This design comes from an exercise in tuning for small area and a short achievable clock period on the open sky130 flow, not from production work.
At most, simulation tests tie the RTL to the original design; equivalence was not proved.

== maple ==
// hsv2rgb_pipe
module hsv2rgb_pipe (
        input clk,
        input rst_n,
        input in_valid,
        input [7:0] h,
        input [7:0] s,
        input [7:0] v,
        output reg out_valid,
        output reg [7:0] r,
        output reg [7:0] g,
        output reg [7:0] b
    );
    reg vld0, vld1, vld2;
    reg [7:0] h0, s0, v0;
    wire [2:0] region = (h0 >= 8'd215) ? 3'd5 : (h0 >= 8'd172) ? 3'd4 :
                        (h0 >= 8'd129) ? 3'd3 : (h0 >= 8'd86) ? 3'd2 :
                        (h0 >= 8'd43) ? 3'd1 : 3'd0;
    wire [6:0] h3 = h0[6:0] + {h0[5:0], 1'b0};
    wire [6:0] k3 = h3 - {4'd0, region};
    wire even = ~region[0];
    wire [7:0] x_c = {k3 ^ {7{even}}, even};
    wire [2:0] sel_c = (s0 == 8'd0) ? 3'd7 : region;
    reg [2:0] sel1;
    reg [7:0] x1, s1, v1;
    wire [7:0] u_c, p_c;
    wire mu_pp01 = ~(s1[0] & x1[1]);
    wire mu_pp02 = ~(s1[0] & x1[2]);
    wire mu_pp03 = ~(s1[0] & x1[3]);
    wire mu_pp04 = ~(s1[0] & x1[4]);
    wire mu_pp05 = ~(s1[0] & x1[5]);
    wire mu_pp06 = ~(s1[0] & x1[6]);
    wire mu_pp07 = ~(s1[0] & x1[7]);
    wire mu_pp10 = ~(s1[1] & x1[0]);
    wire mu_pp11 = ~(s1[1] & x1[1]);
    wire mu_pp12 = ~(s1[1] & x1[2]);
    wire mu_pp13 = ~(s1[1] & x1[3]);
  ...
==> flow/config.mk <==
export PLATFORM = sky130hd
export DESIGN_NAME = hsv2rgb_pipe
export DESIGN_NICKNAME = hsv2rgb_pipe
export VERILOG_FILES = /design/flow/design.v
export SDC_FILE = /design/flow/constraint.sdc
export NUM_CORES = 4
export LEC_CHECK = 0
export CAP_MARGIN = 20
export CORE_MARGIN = 2
export CORE_UTILIZATION = 40
export SLEW_MARGIN = 20
export SYNTH_HIERARCHICAL = 1
export SYNTH_MINIMUM_KEEP_SIZE = 0
==> flow/constraint.sdc <==
create_clock -name core_clock -period 15.0 [get_ports {clk}]
set_input_delay 3.0000 -clock core_clock [delete_from_list [all_inputs] [get_ports {clk}]]
set_output_delay 3.0000 -clock core_clock [all_outputs]
set_load 0.01 [all_outputs]
standard.sh (not shown) runs the stock make flow with config.mk's settings and CLKGATE_MAP_FILE= SYNTH_SCRIPT=/design/flow/synth_recipe.tcl, a recipe that flattens the netlist after the stock synthesis.
==> flow/flow/run.sh <==
#!/bin/bash
# The standard layout, with plain buffers on the ports instead of the
# delay buffers buffer_ports picks by default.
set -euo pipefail
export BUFFER_PORTS_ARGS="-buffer_cell sky130_fd_sc_hd__buf_2"
bash standard.sh > standard.log 2>&1
maple completed; timing, DRC and antenna clean
## Diff of input files: juniper against maple
==> flow/flow/run.sh <==
#!/bin/bash
# The standard layout (standard.sh), with plain buffers on the ports
# instead of the delay buffers buffer_ports picks by default, and timing
# repair aiming for 11 ns of setup slack at the design's clock period.
set -euo pipefail
export BUFFER_PORTS_ARGS="-buffer_cell sky130_fd_sc_hd__buf_2"
bash standard.sh SETUP_SLACK_MARGIN=11 finish > standard.log 2>&1
Results
- Timing, DRC, antenna: 0 failures across maple and juniper
- | post-layout worst setup margin | lower: maple |
- juniper vs maple: total of fill cells in the finished design down
- Going from maple to juniper, the first-pass GRT wire length was found to have gone up by about 7%.
- Re shortest clock period the worst path allows after layout: juniper is 450 ps down on maple.
- Changes observed in juniper relative to maple: final cell count now larger; number of cells on the critical path now larger.
- juniper: total area of multi-input combinational cells is 370 µm² higher than what maple reported.
- maple has a lower weighted congestion at the end of routability-driven global placement than juniper.

* * *

hsv2rgb_pipe, a different RTL version from the one above (not shown whole).
For scale: ~52 I/O pins.
clock: 15.0 ns
lec_check: 0
cap_margin: 20
core_margin: 2
core_utilization: 65
cts_buf_list: sky130_fd_sc_hd__clkbuf_8
slew_margin: 20
synth_hierarchical: 1
synth_minimum_keep_size: 0
==> flow/flow/run.sh <==
#!/bin/bash
set -euo pipefail
export BUFFER_PORTS_ARGS="-buffer_cell sky130_fd_sc_hd__buf_1"
bash standard.sh SETUP_SLACK_MARGIN=10.7 finish > standard.log 2>&1
The first run completed with no timing, DRC or antenna violations.
Edit:
--- a/flow/config.mk
+++ b/flow/config.mk
@@ -9,3 +9,3 @@
 export CORE_MARGIN = 2
-export CORE_UTILIZATION = 65
+export CORE_UTILIZATION = 40
 export CTS_BUF_LIST = sky130_fd_sc_hd__clkbuf_8
The new run completed with no timing, DRC or antenna violations.
Setup slack is worse by 23 ps.
Final area increases by 1.3%.
Final cell count increases by 11%.
Die area increases by 60%.
Non-clock buffer count increases by 3.
Synthesized area is unchanged.
Worst hold slack barely changes.
Sequential cell count stays the same.
No functional check of the RTL was part of any run of this note.

* * *

== run A ==
hsv2rgb_pipe, a different RTL version from the one above (not shown whole).
Size in the first run: ~820 cells after synthesis, ~0.0080 sq mm of cells after synthesis.
==> flow/config.mk <==
export PLATFORM = sky130hd
export DESIGN_NAME = hsv2rgb_pipe
export DESIGN_NICKNAME = hsv2rgb_pipe
export VERILOG_FILES = /design/flow/design.v
export SDC_FILE = /design/flow/constraint.sdc
export NUM_CORES = 4
export LEC_CHECK = 0
export CAP_MARGIN = 20
export CORE_MARGIN = 2
export CORE_UTILIZATION = 40
export CTS_BUF_LIST = sky130_fd_sc_hd__clkbuf_8
export SLEW_MARGIN = 20
export SYNTH_HIERARCHICAL = 1
export SYNTH_MINIMUM_KEEP_SIZE = 0
==> flow/constraint.sdc <==
create_clock -name core_clock -period 15.0 [get_ports {clk}]
set_input_delay 3.0000 -clock core_clock [delete_from_list [all_inputs] [get_ports {clk}]]
set_output_delay 3.0000 -clock core_clock [all_outputs]
set_load 0.01 [all_outputs]
==> flow/flow/run.sh <==
#!/bin/bash
set -euo pipefail
export BUFFER_PORTS_ARGS="-buffer_cell sky130_fd_sc_hd__buf_1"
bash standard.sh SETUP_SLACK_MARGIN=10.4 finish > standard.log 2>&1
> inputs changed (run A -> run B)
- an added ABC_AREA of 1
==> flow/flow/run.sh <==
#!/bin/bash
set -euo pipefail
export BUFFER_PORTS_ARGS="-buffer_cell sky130_fd_sc_hd__buf_1"
bash standard.sh SETUP_SLACK_MARGIN=10.7 finish > standard.log 2>&1
Findings:
Against run A as the reference, run B delivers a higher critical path depth.
The core area of run B was inferior to that of run A.
Looking at average cell area after synthesis across run A and run B, the one that comes out lower is run B.
Sort run A and run B by number of global-route vias before repair, ascending, and run A comes first.
Against run A, run B comes in 1.9 points lower on final cycle utilization of the critical path.
Against run A, half-perimeter wire length after placement in run B rose slightly.
Synthesized area went up by a few percent going from run A to run B.
Summary — routability congestion estimate, run B relative to run A: higher, by 1.1%.
## Diff of input files: run C against run B
- a deleted ABC_AREA that had been 1
==> flow/flow/run.sh <==
#!/bin/bash
set -euo pipefail
export BUFFER_PORTS_ARGS="-buffer_cell sky130_fd_sc_hd__buf_1"
bash standard.sh SETUP_SLACK_MARGIN=10.6 finish > standard.log 2>&1
## What came out
The startpoint of the most critical setup path comes out u2[7] in one run and s1[4] in the other, namely in run C and run B respectively. Relative to run B, the post-place setup slack of run C is lower by 0.37 ns. Of the two values seen for critical-path cell with the highest stage delay, sky130_fd_sc_hd__fa_1 was produced by run C and sky130_fd_sc_hd__dfxtp_1 by run B. Number of instances in the synthesized netlist (run C vs. run B) decreases by more than 10%.
Relative to run C, the following input files were edited for run D:
==> flow/flow/run.sh <==
#!/bin/bash
set -euo pipefail
export BUFFER_PORTS_ARGS="-buffer_cell sky130_fd_sc_hd__buf_1"
bash standard.sh SETUP_SLACK_MARGIN=10.9 finish > standard.log 2>&1
==> comparison <==
Run D: arrival time of the worst setup path lower than run C
On count of vias placed by the detailed router, run C beats run D.
Run D was carried through to the last stage, and its layout satisfied the timing, DRC and antenna checks.
Run D vs. run C: tightest hold margin rose 0.0075 ns.
Run D against run C: utilization after layout increased 2.9 points; final clock period utilization by the worst path decreased 0.89 points; first-pass GRT wire length essentially unchanged; aggregate routed wire length increased about 5.7%.
Diff run C..run D | number of global-route vias before repair | negligible

-- re-timing with driven ports --
How much do the figures lean on ideal ports? The routed layouts below were timed once more, with nothing changed but the port constraints. Step 1, drivers: a clkbuf_16 drives clk and a buf_2 each remaining input, both assumed. Step 2 times the ports against the registers' clock, not the clock port: input delays grow and output delays shrink by t, the midpoint of the rising clock arrivals with the driver on. a / b / c = ideal / step 1 / step 2; a / b = the first two.
| run | t, ns | setup WS [ns] | clock arrival spread, ns | worst data-port slew with drivers (ns) |
|---|---|---|---|---|
| maple | 0.393 | 10.479 / 10.479 / 10.479 | 0.010 / 0.010 | 0.03 |
| juniper | 0.392 | 10.929 / 10.929 / 10.929 | 0.013 / 0.014 | 0.03 |
| the first run of note 2 | 0.420 | 10.814 / 10.814 / 10.814 | 0.017 / 0.017 | 0.03 |
| the second run of note 2 | 0.413 | 10.791 / 10.791 / 10.791 | 0.014 / 0.014 | 0.03 |
| run A | 0.423 | 10.634 / 10.634 / 10.634 | 0.018 / 0.018 | 0.03 |
| run B | 0.423 | 10.926 / 10.926 / 10.926 | 0.010 / 0.009 | 0.04 |
| run C | 0.424 | 10.801 / 10.801 / 10.801 | 0.017 / 0.016 | 0.03 |
| run D | 0.421 | 10.934 / 10.934 / 10.934 | 0.013 / 0.014 | 0.03 |
After both steps setup and hold are still met in every run listed.
